Background: an optimization exercise with open tools, aiming at small area. Do not read the settings as production practice. No run shown here included a check of the RTL's function; only the layout flow was run.

==> flow/design.v (outline; a module is shown in full before it is edited, if it fits) <==
// module PE_R0: 256 lines
// module PE_R1: 256 lines
// module PE_R2: 256 lines
// module PE_R3: 256 lines
// module FA: 4 lines
// module HA: 4 lines
// module AN2: 3 lines
// module ND2: 3 lines
// module NR2: 3 lines
// module OR2: 3 lines
// module XOR2: 3 lines
// module XNR2: 3 lines
// module INV: 3 lines
// module NAND2B: 3 lines
// module AOI21: 3 lines
// module AO21: 3 lines
// module OA21: 3 lines
// module OAI21: 3 lines
// module MUXI: 3 lines
// module MUXN: 3 lines
// module MUXM: 3 lines
// module Mesh: 92 lines
module Mesh(
  input         clock,
  input  [7:0]  io_in_a_0_0,
  input  [7:0]  io_in_a_1_0,
  input  [7:0]  io_in_a_2_0,
  input  [7:0]  io_in_a_3_0,
  input  [7:0]  io_in_d_0_0,
  input  [7:0]  io_in_d_1_0,
  input  [7:0]  io_in_d_2_0,
  input  [7:0]  io_in_d_3_0,
  input  [15:0] io_in_b_0_0,
  input  [15:0] io_in_b_1_0,
  input  [15:0] io_in_b_2_0,
  input  [15:0] io_in_b_3_0,
  input         io_in_control_0_0_propagate,
  input         io_in_control_1_0_propagate,
  input         io_in_control_2_0_propagate,
  input         io_in_control_3_0_propagate,
  output [15:0] io_out_c_0_0,
  output [15:0] io_out_c_1_0,
  output [15:0] io_out_c_2_0,
  output [15:0] io_out_c_3_0
);
  // ...
==> flow/flow/run.sh <==
#!/bin/bash
# Layout with the standard flow (standard synthesis unchanged), with two
# changes: the port buffers are the smallest buffer cell, and clock tree
# synthesis inserts no dummy load cells.
set -euo pipefail
CTS="-sink_clustering_enable -repair_clock_nets -sink_clustering_size 16 -sink_clustering_max_diameter 70 -buf_list sky130_fd_sc_hd__clkbuf_8 -dont_use_dummy_load"
bash standard.sh \
  "BUFFER_PORTS_ARGS=-buffer_cell sky130_fd_sc_hd__buf_1" \
  "CTS_ARGS=$CTS" \
  finish > flow.log 2>&1
==> flow/standard.sh <==
#!/bin/bash
# synth_recipe.tcl (not shown) runs the flow's synth.tcl, then flattens the netlist and writes it again
# the make line also repeats each setting of config.mk as NAME=value (left out here)
make -C /OpenROAD-flow-scripts/flow DESIGN_CONFIG=/design/flow/config.mk WORK_HOME=/design/flow/orfs CLKGATE_MAP_FILE= SYNTH_SCRIPT=/design/flow/synth_recipe.tcl "${@:-finish}"
==> flow/config.mk <==
export PLATFORM = sky130hd
export DESIGN_NAME = Mesh
export DESIGN_NICKNAME = Mesh
export VERILOG_FILES = /design/flow/design.v
export SDC_FILE = /design/flow/constraint.sdc
export NUM_CORES = 4
export LEC_CHECK = 0
export CAP_MARGIN = 20
export CORE_MARGIN = 2
export CORE_UTILIZATION = 55
export GPL_TIMING_DRIVEN = 0
export PLACE_DENSITY = 0.7
export SLEW_MARGIN = 20
export SYNTH_HIERARCHICAL = 1
==> flow/constraint.sdc <==
create_clock -name core_clock -period 5.2 [get_ports {clock}]
set_input_delay 1.0400 -clock core_clock [delete_from_list [all_inputs] [get_ports {clock}]]
set_output_delay 1.0400 -clock core_clock [all_outputs]
set_load 0.01 [all_outputs]
==> reports/qor.csv, run 1 <==
stage,metric,value,unit
floorplan,starting density of the core,55.48,%
synth,Yosys warnings,11,
synth,"Seq/Total Area, Yosys",40.47,%
setup_path,crit path to,row[2].col[1].genblk3.genblk1.pe.u.sh[14],
timing,Fin Setup TNS,0,ns
layout,register area,22520,um2
setup_path,crit path launch,row[2].col[1].b_r[1],
global_route,most used routing layer,met2,
floorplan,n_taps,1287,
layout,FFs & Latches,1104,
global_route,GRT met3 Usage,3.347,%
timing,Final Max Tran Viols,0,
detailed_routing,met1 wire length,52030,um
layout,Non-clock inverters,80,
layout,area of the multi-input gates,32520,um2
layout,layout clock buffer count,88,
setup_path,Critical R2R Capture,row[2].col[1].genblk3.genblk1.pe.u.sh[14],
clock_tree,Sink Count,1104,
run_status,status,no timing/DRC/antenna violations,
layout,"commonest non-fill, non-tap cell in the layout",fa_1,
layout,"Cell Count, Final, Fillers Out",6040,
global_route,vias in the first global route,35290,
timing,"Worst Setup Slack, final",0.1297,ns
timing,post-layout min period,5.070,ns
detailed_routing,final wirelength,112800,um
synth,Synth Area in Compound Gates,7.039,%
detailed_routing,drt pass-1 iters,5,
detailed_routing,WL/cell,18.68,um
synth,Synth Area in Adders,35.19,%
clock_tree,total CTS buffers,88,
timing,Worst slew margin,29.03,%
timing,worst slew pin tran,1.063,ns
floorplan,DIE WIDTH,319.1,um
==> run 2, diff against run 1 <==
--- a/flow/config.mk
+++ b/flow/config.mk
@@ -7,8 +7,8 @@
 export LEC_CHECK = 0
 export CAP_MARGIN = 20
 export CORE_MARGIN = 2
-export CORE_UTILIZATION = 55
+export CORE_UTILIZATION = 65
 export GPL_TIMING_DRIVEN = 0
-export PLACE_DENSITY = 0.7
+export PLACE_DENSITY = 0.8
 export SLEW_MARGIN = 20
 export SYNTH_HIERARCHICAL = 1
==> run 2 against run 1 <==
Sequential share of layout area increased by 0.22 points. Final cell count decreased by 3.6%. Die area decreased by 15%. First-iteration DRC count increased by 21%. Global-route usage increased by 3.8 points. Non-clock buffer count decreased by 3. Utilization increased by 10 points. Synthesized cell count unchanged. Area after synthesis unchanged. Flip-flop and latch count unchanged.
==> reports/qor.csv, run 2 <==
stage,metric,value,unit,change
setup_path,largest stage delay on the critical path,0.52,ns,
synth,Main synth FF type,dfxtp_1,,
clock_tree,total CTS buffers,82,,-6.8%
setup_path,CP Class,reg -> reg,,
timing,Max Freq,197.2,MHz,
floorplan,Die Ht,293.8,um,
setup_path,startpoint types,register,,
timing,Fin Setup TNS,0,ns,unchanged
setup_path,Worst Path Required,5.74,ns,
clock_tree,H-tree levels,3,,
detailed_routing,drt pass-1 iters,6,,+1
place,dpl cell area,56770,um2,
synth,mapped cell area,54610,um2,
setup_path,crit path launch,row[1].col[0].b_r[2],,
layout,fin area,58750,um2,
setup_path,crit path max-delay cell type,fa_1,,
setup_path,worst-path maximum fanout,9,,
detailed_routing,final wirelength,112400,um,-0.31%
layout,max reg flops,256,,
setup_path,worst r2r src,row[1].col[0].b_r[2],,
min_path,hold_sp,row[1].col[1].genblk3.pe.u.sh[0],,
synth,Area contributors post-synth,"dfxtp_1 (40%), fa_1 (35%), nand2_1 (6.3%)",,
synth,Synth async-reset ratio,0,%,
timing,post-layout min period,5.070,ns,-0.000008000 ns
min_path,HP Class,reg -> reg,,
synth,"Seq/Total Area, Yosys",40.47,%,unchanged
synth,Cell variety after synth,14,,
synth,syn_nets,5545,,
floorplan,I/O pins,197,,
floorplan,DIE WIDTH,293.8,um,-7.9%
clock_tree,clock root buffer,clkbuf_8,,
timing,unrepaired setup endpoints after global routing,yes,,
layout,post-layout util,70.42,%,
clock_tree,Skew-Pair Late Insertion Delay,0.71,ns,
global_route,total global routing overflow,0,,
setup_path,"most used cell, CP",fa_1,,
global_route,initial antenna violation count,1,,
setup_path,"Cell Chain, Critical Path",nand2_1 -> fa_1 -> fa_1 -> fa_1 -> fa_1 -> fa_1 -> fa_1 -> fa_1 -> xnor2_2 -> nor2_1 -> a21o_1 -> a21o_1 -> nand2_1 -> xor2_1 -> o22ai_1,,
synth,"top cells by count, synth","dfxtp_1 (1104), fa_1 (960), nand2_1 (912), o22ai_1 (384), and2_1 (224)",,
place,GP Congestion,0.8703,,
setup_path,Critical Path AT,5.61,ns,
synth,synthesized area per cell,12.27,um2,
timing,clock skew after layout,0.05864,ns,
timing,fin crit share,97.51,%,
clock_tree,TritonCTS clock tree,built,,
detailed_routing,WL/cell,19.31,um,+3.4%
clock_tree,Sink Count,1104,,unchanged
place,port buffer count,196,,
layout,"Cell Count, Final, Fillers Out",5824,,-3.6%
detailed_routing,DRC Markers,0,,
floorplan,num rows,106,,
timing,"Worst Setup Slack, final",0.1297,ns,+0.000008000 ns
timing,Final Hold Vio Count,0,,
synth,Yosys warnings,11,,unchanged
layout,nets,5838,,
synth,"EDFF count, synth",0,,
floorplan,starting density of the core,65.46,%,+10 points
timing,Final Max Tran Viols,0,,unchanged
layout,Largest Register,row.col.d_r,,
global_route,first-pass GRT wire length,184300,um,
global_route,vias in the first global route,35560,,+0.76%
setup_path,Worst path top cell family by delay,adder cells,,
synth,"area leader, netlist",dfxtp_1,,
timing,Worst slew margin,27.58,%,-1.4 points
synth,Synth top area share,40.47,%,
place,Post-Place Worst Slack,-0.1206,ns,
layout,most frequent cells in the layout,"fa_1 (955), nand2_1 (912), dfxtp_1 (886)",,
setup_path,critical path capture point type,register,,
layout,"commonest non-fill, non-tap cell in the layout",fa_1,,
layout,Layout area overhead,7.582,%,
synth,#FFs+latches synth,1104,,
layout,share of layout cells above drive strength 1,7.759,%,
timing,worst slew pin tran,1.085,ns,+0.02167 ns
clock_tree,hold buffer count at CTS,0,,
detailed_routing,number of DRC markers in iteration 0,2567,,
clock_tree,clk slew on worst S/H paths,0.10,ns,
detailed_routing,routed vias/inst,5.773,,
timing,worst hold slack,0.2781,ns,
clock_tree,Longest Clk Path Bufs,3,,
global_route,GRT Util Overall,26.75,%,
global_route,largest net degree at the start of global routing,35,,
place,placed instance count,5732,,
place,DP HPWL,83990,um,
detailed_routing,routed via count,33620,,
floorplan,Die ar.,86340,um2,
synth,most common cell in the netlist,dfxtp_1,,
synth,cell count after synthesis,4452,,
run_status,status,no timing/DRC/antenna violations,,
flow_run,Max Cap Violations,0,,
timing,final setup vio count,0,,
detailed_routing,Final ANT Viol Nets,0,,
setup_path,buffer and inverter count on the worst path,0,,
floorplan,Placeable Area,83420,um2,
run 2: cell counts after synthesis:
Identical to the previous run, type by type.
run 2: logic make-up after synthesis:
family | after synthesis | share of synthesized area (%)
AO/OA/AOI/OAI | 560 | 7.039
XOR/XNOR | 356 | 5.710
adder cells (fa/ha/maj) | 960 | 35.19
buffers and inverters | 80 | 0.5499
flip-flops | 1104 | 40.47
AND/OR/NAND/NOR | 1392 | 11.03
run 2: worst paths after layout:
path | endpoint | slack, ns | cells past startpoint
max | row[1].col[0].genblk3.pe.u.sh[15] | 0.13 | 15
min | row[2].col[1].d_r[0] | 0.28 | 0
max reg2reg | row[1].col[0].genblk3.pe.u.sh[15] | 0.13 | 15
min reg2reg | row[2].col[1].d_r[0] | 0.28 | 0
run 2: what timing repair did:
action                     CTS  global route
resized for setup           38           283
setup buffers                0             9
pin swaps                    0             7
setup endpoints to repair   40           162
run 2: worst register-to-register path: stages, from the launching register on:
cell and delay (ns):
dfxtp_4 0.43, nand2_1 0.11, fa_1 0.52, fa_1 0.45, fa_1 0.47, fa_1 0.43, fa_1 0.42, fa_1 0.43
fa_1 0.48, xnor2_2 0.27, nor2_1 0.09, a21o_1 0.24, a21o_1 0.21, nand2_1 0.08, xor2_1 0.20, o22ai_1 0.11
run 2: layout make-up:
| class | count | area [um2] |
|---|---|---|
| Clock buffer | 82 | 1129 |
| Multi-Input combinational cell | 3268 | 32580 |
| Timing Repair Buffer | 209 | 852.1 |
| Sequential cell | 1104 | 22530 |
| Inverter | 80 | 300.3 |
| Fill cell | 5695 | 24670 |
| Antenna cell | 1 | 2.502 |
| Tap cell | 1080 | 1351 |
run 2: metal layers:
| layer | global-route usage [%] | vias up | wire [um] |
|---|---|---|---|
| met5 | 0 | - | 0 |
| met4 | 6.023 | 0 | 2010 |
| met3 | 4.502 | 168 | 7868 |
| met2 | 42.41 | 1245 | 53890 |
| met1 | 39.22 | 17200 | 48680 |
| li1 | - | 15010 | - |
run 2: Yosys stat by module (local to each module, per instance), excerpt:
module | cells | times used | cell area (um2) | flops+latches
Mesh | 592 | 1 | 11850 | 592
PE_R3 | 32 | 4 | 640.6 | 32
PE_R0 | 32 | 4 | 640.6 | 32
PE_R1 | 32 | 4 | 640.6 | 32
XOR2 | 1 | 160 | 8.758 | 0
XNR2 | 1 | 196 | 8.758 | 0
AO21 | 1 | 32 | 7.507 | 0
AN2 | 1 | 224 | 6.256 | 0
NAND2B | 1 | 48 | 6.256 | 0
OR2 | 1 | 48 | 6.256 | 0
OAI21 | 1 | 16 | 5.005 | 0
INV | 1 | 80 | 3.754 | 0
NR2 | 1 | 160 | 3.754 | 0

static timing again, ports no longer ideal:
No port has a modelled driver above. Below, the same layouts with a new extraction and two added sets of constraints.
Step 1: set_driving_cell puts a clkbuf_16 on clock and a buf_2 on each other input, an assumption about the parent block.
Step 2 also shifts input and output timing later by t, the mid clock arrival at the registers, as if the neighbouring blocks saw the same clock.
Three values: ideal, step 1, step 2; two values: the first two.
| run | shift t [ns] | setup WS [ns] | hold slack, ns | worst setup path at the end | worst data-port slew with drivers (ns) |
|---|---|---|---|---|---|
| run 1 | 0.775 | 0.130 / 0.130 / 0.130 | 0.283 / 0.283 / 0.283 | register to register | 0.04 |
| run 2 | 0.746 | 0.130 / 0.130 / 0.130 | 0.278 / 0.278 / 0.278 | register to register | 0.04 |
After both steps every run listed still meets setup and hold.
